Background: an optimization exercise with open tools, aiming at small area and a short achievable clock period. Do not read the settings as production practice.
Only simulation tests tie the RTL to the original design; equivalence was not proved.
Power and IR drop assume default switching activity.

Setup of oak:
==> flow/design.v (excerpt) <==
module part2 (
    clear,
    clock,
    digit,
    digit_valid,
    end_of_line,
    total,
    line_result
);
    input clear;
    input clock;
    input [3:0] digit;
    input digit_valid;
    input end_of_line;
    output [63:0] total;
    output [47:0] line_result;
    reg [47:0] x;        
    reg [39:0] ls;       
    reg [3:0] lg;        
    reg [4:1] lp;        
    reg [63:0] tot;
    integer k;
    wire [51:0] ext = {x, digit};    
    reg  [11:1] shr;     
    wire [11:0] sh = {shr, shr[1] | (x[3:0] < digit)};
    reg  [11:1] ysh;
    always @(*) begin
        ysh[11] = y[47:44] < y[43:40];
        for (k = 10; k >= 1; k = k - 1)
            ysh[k] = ysh[k + 1] | (y[4 * k +: 4] < y[4 * k - 4 +: 4]);
    end
    reg  [47:0] y;       
    always @(*)
        for (k = 0; k < 12; k = k + 1)
            y[4 * k +: 4] = sh[k] ? ext[4 * k +: 4] : ext[4 * k + 4 +: 4];
    reg [3:0] r0;    
    always @(*) case (y[3:0]) 4'd0: r0 = 4'd0; 4'd1: r0 = 4'd1; 4'd2: r0 = 4'd2; 4'd3: r0 = 4'd3; 4'd4: r0 = 4'd4; 4'd5: r0 = 4'd5; 4'd6: r0 = 4'd6; 4'd7: r0 = 4'd7; 4'd8: r0 = 4'd8; 4'd9: r0 = 4'd9; 4'd10: r0 = 4'd8; 4'd11: r0 = 4'd9; 4'd12: r0 = 4'd8; 4'd13: r0 = 4'd9; 4'd14: r0 = 4'd8; 4'd15: r0 = 4'd9; endcase
    reg [5:0] r1;    
    always @(*) case (y[7:4]) 4'd0: r1 = 6'd0; 4'd1: r1 = 6'd5; 4'd2: r1 = 6'd10; 4'd3: r1 = 6'd15; 4'd4: r1 = 6'd20; 4'd5: r1 = 6'd25; 4'd6: r1 = 6'd30; 4'd7: r1 = 6'd35; 4'd8: r1 = 6'd40; 4'd9: r1 = 6'd45; 4'd10: r1 = 6'd40; 4'd11: r1 = 6'd45; 4'd12: r1 = 6'd40; 4'd13: r1 = 6'd45; 4'd14: r1 = 6'd40; 4'd15: r1 = 6'd45; endcase
    reg [7:0] r2;    
    always @(*) case (y[11:8]) 4'd0: r2 = 8'd0; 4'd1: r2 = 8'd25; 4'd2: r2 = 8'd50; 4'd3: r2 = 8'd75; 4'd4: r2 = 8'd100; 4'd5: r2 = 8'd125; 4'd6: r2 = 8'd150; 4'd7: r2 = 8'd175; 4'd8: r2 = 8'd200; 4'd9: r2 = 8'd225; 4'd10: r2 = 8'd200; 4'd11: r2 = 8'd225; 4'd12: r2 = 8'd200; 4'd13: r2 = 8'd225; 4'd14: r2 = 8'd200; 4'd15: r2 = 8'd225; endcase
    reg [10:0] r3;    
  ...
clock: 6.5 ns
lec_check: 0
abc_area: 1
cap_margin: 20
core_margin: 2
core_utilization: 40
setup_slack_margin: 2.2
slew_margin: 20
standard.sh (not shown) runs the stock make flow with config.mk's settings and CLKGATE_MAP_FILE= SYNTH_SCRIPT=/design/flow/synth_recipe.tcl, a recipe that flattens the netlist after the stock synthesis.
==> flow/flow/run.sh <==
#!/bin/bash
set -euo pipefail
here=$(pwd)
rm -rf "$here/synth_scripts"
cp -r "$FLOW_HOME/scripts" "$here/synth_scripts"
cp "$here/flow/abc_area.script" "$here/synth_scripts/abc_area.script"
bash standard.sh ADDER_MAP_FILE= SCRIPTS_DIR="$here/synth_scripts" synth > synth.log 2>&1
bash standard.sh ADDER_MAP_FILE= finish > layout.log 2>&1
==> flow/flow/abc_area.script <==
strash
dch
map -D 3000
topo
stime -c
buffer -c
upsize -c -D 3000
dnsize -c -D 3000
oak went all the way through the flow, and no timing, DRC or antenna check failed.
Relative to oak, the following input files were edited for pine:
- SETUP_SLACK_MARGIN: 2.2 -> 2.4
--- a/flow/flow/run.sh
+++ b/flow/flow/run.sh
@@ -1,0 +2,5 @@
+# The standard layout (standard.sh), with these changes:
+#  - synthesis leaves adders to ABC as plain gates (ADDER_MAP_FILE empty: no
+#    full or half adder cells), so ABC can restructure the arithmetic;
+#  - ABC's area script maps for a delay target (flow/abc_area.script) instead
+#    of the unreachable default, so it can recover area off the critical paths;
@@ -8 +13,2 @@
-bash standard.sh ADDER_MAP_FILE= finish > layout.log 2>&1
+export BUFFER_PORTS_ARGS="-buffer_cell sky130_fd_sc_hd__buf_2"
+bash standard.sh ADDER_MAP_FILE= "BUFFER_PORTS_ARGS=$BUFFER_PORTS_ARGS" finish > layout.log 2>&1
--- a/flow/flow/abc_area.script
+++ b/flow/flow/abc_area.script
@@ -2,2 +2,2 @@
-dch
-map -D 3000
+dch -f
+map -D 3000 -A 0.9
## What came out
pine vs oak — total standard cell area after synthesis climbed slightly
pine vs oak: total met2 wirelength after detailed routing up
The met2 track demand over resource in global routing of pine and that of oak are within noise of each other.
Of the two values seen for cell with the largest stage delay on the worst path, clkdlybuf4s50_1 was produced by oak and dfxtp_2 by pine.
--- input diff pine..birch ---
- a change of SETUP_SLACK_MARGIN from 2.4 to 2.2
- an added CTS_BUF_LIST of sky130_fd_sc_hd__clkbuf_4 sky130_fd_sc_hd__clkbuf_8
==> flow/flow/abc_area.script <==
strash
dch
map -D 3000
topo
stime -c
buffer -c
upsize -c -D 3000
dnsize -c -D 3000
==> summary.txt <==
Row minimum setup slack in the final design: birch lower / pine higher
Global-route total usage across every layer, birch and pine: higher on pine
Of birch and pine, birch shows the higher total power, with pine below it.
Summary: with pine as the reference, fill cell total of the finished layout in birch moved down by a few percent.
Final cell area: birch below pine
Upper clock frequency limit: lower on birch
birch vs pine on sequential share of the synthesized area: birch is the higher one.
Die size: birch is under pine
Compared with pine, in birch synthesized cell count down 7.3%, hold slack increased 0.0069 ns, count of non-CTS inverters in the layout -19.
For maple, these inputs were changed with respect to birch:
- a change of CORE_UTILIZATION from 40 to 65
- a change of SETUP_SLACK_MARGIN from 2.2 to 2.5
- a deleted CTS_BUF_LIST that had been sky130_fd_sc_hd__clkbuf_4 sky130_fd_sc_hd__clkbuf_8
==> flow/flow/run.sh <==
#!/bin/bash
set -euo pipefail
here=$(pwd)
rm -rf "$here/synth_scripts"
cp -r "$FLOW_HOME/scripts" "$here/synth_scripts"
cp "$here/flow/abc_area.script" "$here/synth_scripts/abc_area.script"
bash standard.sh ADDER_MAP_FILE= SCRIPTS_DIR="$here/synth_scripts" synth > synth.log 2>&1
bash standard.sh ADDER_MAP_FILE= finish > layout.log 2>&1
==> flow/flow/abc_area.script <==
strash
dch
map -D 2500
topo
stime -c
buffer -c
upsize -c -D 2500
dnsize -c -D 2500
- birch → maple: post-route minimum period shows an increase of 0.088 ns; final design instance area without fill shows an increase of about 12%; area after synthesis shows an increase of 4.1%.
- The endpoint of the most critical setup path comes out line_result[39] in one run and tot[52] in the other, namely in birch and maple respectively.
- Comparing maple and birch, the lower compound-cell area share of the yosys netlist is on birch.
- In maple, the growth of design area from synthesis to finish came out 8.1 points above the value in birch.
- maple vs birch on sequential share of layout area: maple is the lower one.
Relative to maple, the following input files were edited for cedar:
- swapping 65 for 40 in CORE_UTILIZATION
- swapping 2.5 for 2.2 in SETUP_SLACK_MARGIN
--- a/flow/flow/run.sh
+++ b/flow/flow/run.sh
@@ -1,0 +2,5 @@
+# The standard layout (standard.sh), with these changes:
+#  - synthesis leaves adders to ABC as plain gates (ADDER_MAP_FILE empty: no
+#    full or half adder cells), so ABC can restructure the arithmetic;
+#  - ABC's area script maps for a delay target (flow/abc_area.script) instead
+#    of the unreachable default, so it can recover area off the critical paths;
@@ -8 +13,2 @@
-bash standard.sh ADDER_MAP_FILE= finish > layout.log 2>&1
+export BUFFER_PORTS_ARGS="-buffer_cell sky130_fd_sc_hd__buf_2"
+bash standard.sh ADDER_MAP_FILE= "BUFFER_PORTS_ARGS=$BUFFER_PORTS_ARGS" finish > layout.log 2>&1
==> flow/flow/abc_area.script <==
strash
dch -f
map -D 3000 -A 0.9
topo
stime -c
buffer -c
upsize -c -D 3000
dnsize -c -D 3000
Delta (cedar minus maple): number of fill cells grew by 2463; smallest setup slack after layout grew by 0.12 ns.
Going from maple to cedar, final critical-path required period decreased by 0.12 ns relative to the old numbers, required time of the worst setup path decreased by 1.66 ns relative to the old numbers.
When cedar is measured against maple, its via count turns out 11% lower.

what the ideal ports hide:
No port has a modelled driver above. Below, the same layouts with a new extraction and two added sets of constraints.
Step 1 (the two cells are an assumption about what drives the block):
set clk [get_ports {clock}]
set_driving_cell -lib_cell sky130_fd_sc_hd__clkbuf_16 $clk
set_driving_cell -lib_cell sky130_fd_sc_hd__buf_2 [delete_from_list [all_inputs] $clk]
Step 2 moves the port delays by t, midway between the first and last clock arrival at a register: inputs arrive t later, outputs are due t later. That takes back most of the time a late clock gives input paths.
Slacks: no drivers / after step 1 / after step 2; pairs: no drivers / after step 1.
run | t, ns | setup WS [ns] | pins driven straight from the clock port
oak | 0.511 | 2.436 / 2.419 / 1.953 | 1
pine | 0.521 | 2.664 / 2.608 / 2.503 | 1
birch | 0.579 | 2.494 / 2.446 / 2.251 | 1
maple | 0.506 | 2.406 / 2.406 / 2.106 | 1
cedar | 0.517 | 2.526 / 2.470 / 2.533 | 1
After both steps every run listed still meets setup and hold. For oak, which loses most, drivers alone change the setup slack by -0.017 ns; drivers and shift together by -0.483 ns.
